Context: an optimization exercise on an open-source flow, tuned for small area and few clock cycles per item. The choices shown serve that exercise and are no tape-out recipe.
Where RTL was checked, it was by simulation tests only, not by an equivalence proof against the original.

Design ascon_enc, start of the top module:
module ascon_enc(
	input [127:0] i_data,
	input [127:0] i_n,
	input [127:0] i_k,
	input clk,
	input i_rst,
	input i_start,
	input [15:0] i_a_len,
	input [15:0] i_m_len,
	output reg o_nxt_data,
	output reg o_c,
	output reg [127:0] o_data,
	output reg o_fin
	);
clock: 10.0 ns
lec_check: 0
cap_margin: 20
core_margin: 2
core_utilization: 40
gpl_timing_driven: 0
setup_slack_margin: 0.4
slew_margin: 20
standard.sh (not shown) runs the stock make flow with config.mk's settings and CLKGATE_MAP_FILE= SYNTH_SCRIPT=/design/flow/synth_recipe.tcl, a recipe that flattens the netlist after the stock synthesis.
==> flow/flow/run.sh <==
#!/bin/bash
# Standard ORFS layout (standard.sh), except that synthesis maps cells with an
# area-oriented ABC script and without full-adder extraction.
set -euo pipefail
here=$(pwd)
sed -e "s#SYNTH_SCRIPT=[^ ]*#SYNTH_SCRIPT=$here/flow/synth_area.tcl ADDER_MAP_FILE=#" standard.sh > flow_standard.sh
bash flow_standard.sh > flow_make.log 2>&1
==> flow/flow/abc_nf.script <==
strash
&get -n
&st
&dch
&nf -R 1000
&put
==> flow/flow/synth_area.tcl <==
# The standard synthesis (synth_recipe.tcl), with ABC's cell mapping done by
# an area-oriented script (abc_nf.script) instead of ORFS's speed script.
set ::area_abc_script [file join [file dirname [file normalize [info script]]] abc_nf.script]
proc abc {args} {
  set i [lsearch -exact $args -script]
  if { $i >= 0 } { lset args [expr { $i + 1 }] $::area_abc_script }
  set i [lsearch -exact $args -D]
  if { $i >= 0 } { lset args [expr { $i + 1 }] 10000 }
  yosys abc {*}$args
}
source [file join [file dirname [file dirname [file normalize [info script]]]] synth_recipe.tcl]
The first run reached the layout checks and failed them: max-capacitance violations, max-slew violations, negative setup slack.
Next try:
--- a/flow/config.mk
+++ b/flow/config.mk
@@ -9,5 +9,4 @@
 export CORE_MARGIN = 2
-export CORE_UTILIZATION = 40
+export CORE_UTILIZATION = 50
 export GPL_TIMING_DRIVEN = 0
-export SETUP_SLACK_MARGIN = 0.4
 export SLEW_MARGIN = 20
Result: The new run did not get past global routing. Synthesized area does not change. Synthesized cell count stays the same.
No run of this note included a check of the RTL's function; only the layout flow was run.

* * *

ascon_enc, a different RTL version from the one above (not shown whole).
For scale: ~5000 cells after synthesis, about 490 flip-flops, roughly 550 I/O pins, ~0.046 mm² of cells after synthesis.
==> flow/config.mk <==
export PLATFORM = sky130hd
export DESIGN_NAME = ascon_enc
export DESIGN_NICKNAME = ascon_enc
export VERILOG_FILES = /design/flow/design.v
export SDC_FILE = /design/flow/constraint.sdc
export NUM_CORES = 4
export LEC_CHECK = 0
export CAP_MARGIN = 25
export CORE_MARGIN = 2
export CORE_UTILIZATION = 55
export GPL_TIMING_DRIVEN = 0
export SLEW_MARGIN = 25
==> flow/constraint.sdc <==
create_clock -name core_clock -period 10.0 [get_ports {clk}]
set_input_delay 2.0000 -clock core_clock [delete_from_list [all_inputs] [get_ports {clk}]]
set_output_delay 2.0000 -clock core_clock [all_outputs]
set_load 0.01 [all_outputs]
==> flow/flow/run.sh <==
#!/bin/bash
# Standard ORFS layout (standard.sh), except that synthesis maps cells with an
# area-oriented ABC script and without full-adder extraction, and the port
# buffers are the smallest buffer cell.
set -euo pipefail
here=$(pwd)
sed -e "s#SYNTH_SCRIPT=[^ ]*#SYNTH_SCRIPT=$here/flow/synth_area.tcl ADDER_MAP_FILE= 'BUFFER_PORTS_ARGS=-buffer_cell sky130_fd_sc_hd__buf_1'#" standard.sh > flow_standard.sh
bash flow_standard.sh > flow_make.log 2>&1
Scripts as last shown in full above: flow/flow/abc_nf.script, flow/flow/synth_area.tcl
The first run ran to the end with violations: setup timing.
Next try:
Settings changed: CAP_MARGIN 25 to 20, CTS_BUF_LIST set to sky130_fd_sc_hd__clkbuf_8, SLEW_MARGIN 25 to 20.
=>
- This time the run finished but failed the layout checks on capacitance limit, slew limit, setup timing
- setup slack is worse by 160 ps
- global-route usage fell by 0.11 points
- die area stays the same
- fmax fell by 1.6%
Function was not checked in any run of this note: the RTL went through the layout flow alone.

* * *

ascon_enc, a different RTL version from the one above (not shown whole).
Size in the first run: ~8,400 cells after synthesis, ~490 flip-flops, about 550 I/O pins, ~71,000 um^2 of cells after synthesis.
## ascon_enc
module ascon_enc(
	input [127:0] i_data,
	input [127:0] i_n,
	input [127:0] i_k,
	input clk,
	input i_rst,
	input i_start,
	input [15:0] i_a_len,
	input [15:0] i_m_len,
	output reg o_nxt_data,
	output reg o_c,
	output reg [127:0] o_data,
	output reg o_fin
	);
	localparam [63:0] IV = 64'h80800c0800000000;
	localparam [2:0] M_IDLE  = 3'd0;
	localparam [2:0] M_INIT  = 3'd1;
	localparam [2:0] M_AD    = 3'd2;
	localparam [2:0] M_PT    = 3'd3;
	localparam [2:0] M_FINAL = 3'd4;
	localparam [2:0] M_FIN   = 3'd5;
	reg [2:0] mode, mode_nxt;
	reg [1:0] ph, ph_nxt;            
	reg [319:0] s;                   
	reg [127:0] key;
	reg [15:0] cnt, cnt_nxt;         
	reg [15:0] mlen;
	reg absorb;                      
	reg [31:0] rc;                   
	wire idle = (mode == M_IDLE);
	wire cnt_one = (cnt == 16'd1);
	wire cnt_two = (cnt == 16'd2);
	reg key_in, key_out, dom_sep;
	always @(*) begin
		mode_nxt = mode;
		ph_nxt = ph;
		cnt_nxt = cnt;
		key_in = 1'b0;
		key_out = 1'b0;
		dom_sep = 1'b0;
		o_nxt_data = 1'b0;
		o_c = 1'b0;
		o_fin = 1'b0;
		case (mode)
			M_IDLE: begin
				ph_nxt = 2'd0;
				if (i_start) mode_nxt = M_INIT;
			end
			M_INIT: begin
				case (ph)
					2'd0: ph_nxt = 2'd1;
					2'd1: begin
						o_nxt_data = 1'b1;
						ph_nxt = 2'd2;
					end
					default: begin
						key_out = 1'b1;
						mode_nxt = M_AD;
						ph_nxt = 2'd1;
					end
				endcase
			end
			M_AD: begin
				if (ph == 2'd1) begin
					o_nxt_data = 1'b1;
  ...
clock: 10.0 ns
lec_check: 0
cap_margin: 30
core_margin: 2
core_utilization: 40
place_density: 0.7
setup_slack_margin: 1.0
slew_margin: 30
Scripts as last shown in full above: flow/flow/run.sh, flow/flow/abc_nf.script, flow/flow/synth_area.tcl
Testbench counts at the start, summed over its fixed seeds: cycles 5,424, messages 256.
Rerun with:
--- a/flow/config.mk
+++ b/flow/config.mk
@@ -8 +8 @@
-export CAP_MARGIN = 30
+export CAP_MARGIN = 40
@@ -10,0 +11 @@
+export GPL_TIMING_DRIVEN = 0
@@ -12 +13 @@
-export SETUP_SLACK_MARGIN = 1.0
+export SETUP_SLACK_MARGIN = 1.2
What happened: Wire length is lower by 1.1%. Setup slack got worse by 100 ps. Maximum frequency shrinks by 1.1%. Global-route usage is lower by 1.0 points.
Rerun with:
--- a/flow/config.mk
+++ b/flow/config.mk
@@ -8 +8 @@
-export CAP_MARGIN = 40
+export CAP_MARGIN = 30
@@ -11,3 +11 @@
-export GPL_TIMING_DRIVEN = 0
-export PLACE_DENSITY = 0.7
-export SETUP_SLACK_MARGIN = 1.2
+export SETUP_SLACK_MARGIN = 0.4
Now the flow ran to the end with violations: setup timing.
Worst setup slack degrades by 710 ps.
Clock skew stays flat.
Die area is unchanged.
Final area barely changes.
Rerun with:
--- a/flow/config.mk
+++ b/flow/config.mk
@@ -11 +11 @@
-export SETUP_SLACK_MARGIN = 0.4
+export SETUP_SLACK_MARGIN = 1.5
With this change the flow completed, yet does not pass: capacitance limit, slew limit. First-iteration DRC count drops by 4.6%. Die area stays the same. Hold slack gets worse by 16 ps. Design area increases by 0.74%. Core utilization went up by 0.39 points. Wire length went down by 1.4%.
Rerun with:
--- a/flow/config.mk
+++ b/flow/config.mk
@@ -8 +8 @@
-export CAP_MARGIN = 30
+export CAP_MARGIN = 50
With this change the flow produced a clean layout.
Die area stays the same.
Global-route usage goes up by 0.49 points.
Design area goes up by 1.6%.
Worst setup slack gains 500 ps.
Via count goes up by 2.9%.
Area after synthesis is unchanged.
Core utilization is higher by 0.84 points.
Worst hold slack is better by 10 ps.

-- what the ideal ports hide --
No port has a modelled driver above. Below, the same layouts with a new extraction and two added sets of constraints.
Step 1: set_driving_cell puts a clkbuf_16 on clk and a buf_2 on each other input, an assumption about the parent block.
Step 2 times the ports against the registers' clock, not the clock port: input delays grow and output delays shrink by t, the midpoint of the rising clock arrivals with the driver on.
Three values: ideal ports, drivers, drivers and shift; two values: the first two.
run	shift t [ns]	setup slack, ns	slew at the worst register clock pin (ns)	worst slew at a driven data input, ns
the first run of note 1	0.820	-0.245 / -0.245 / -0.245	0.09 / 0.09	0.18
the first run of note 2	0.738	-0.223 / -0.300 / 0.350	0.09 / 0.09	0.12
the second run of note 2	0.901	-0.385 / -0.463 / 0.438	0.08 / 0.08	0.11
the first run of note 3	0.825	0.569 / 0.569 / 0.569	0.08 / 0.08	0.12
the second run of note 3	0.820	0.464 / 0.464 / 0.464	0.07 / 0.07	0.16
the third run of note 3	0.816	-0.245 / -0.245 / -0.245	0.07 / 0.07	0.14
the fourth run of note 3	0.855	0.584 / 0.584 / 0.584	0.08 / 0.08	0.16
the fifth run of note 3	0.840	1.079 / 1.079 / 1.079	0.07 / 0.07	0.18
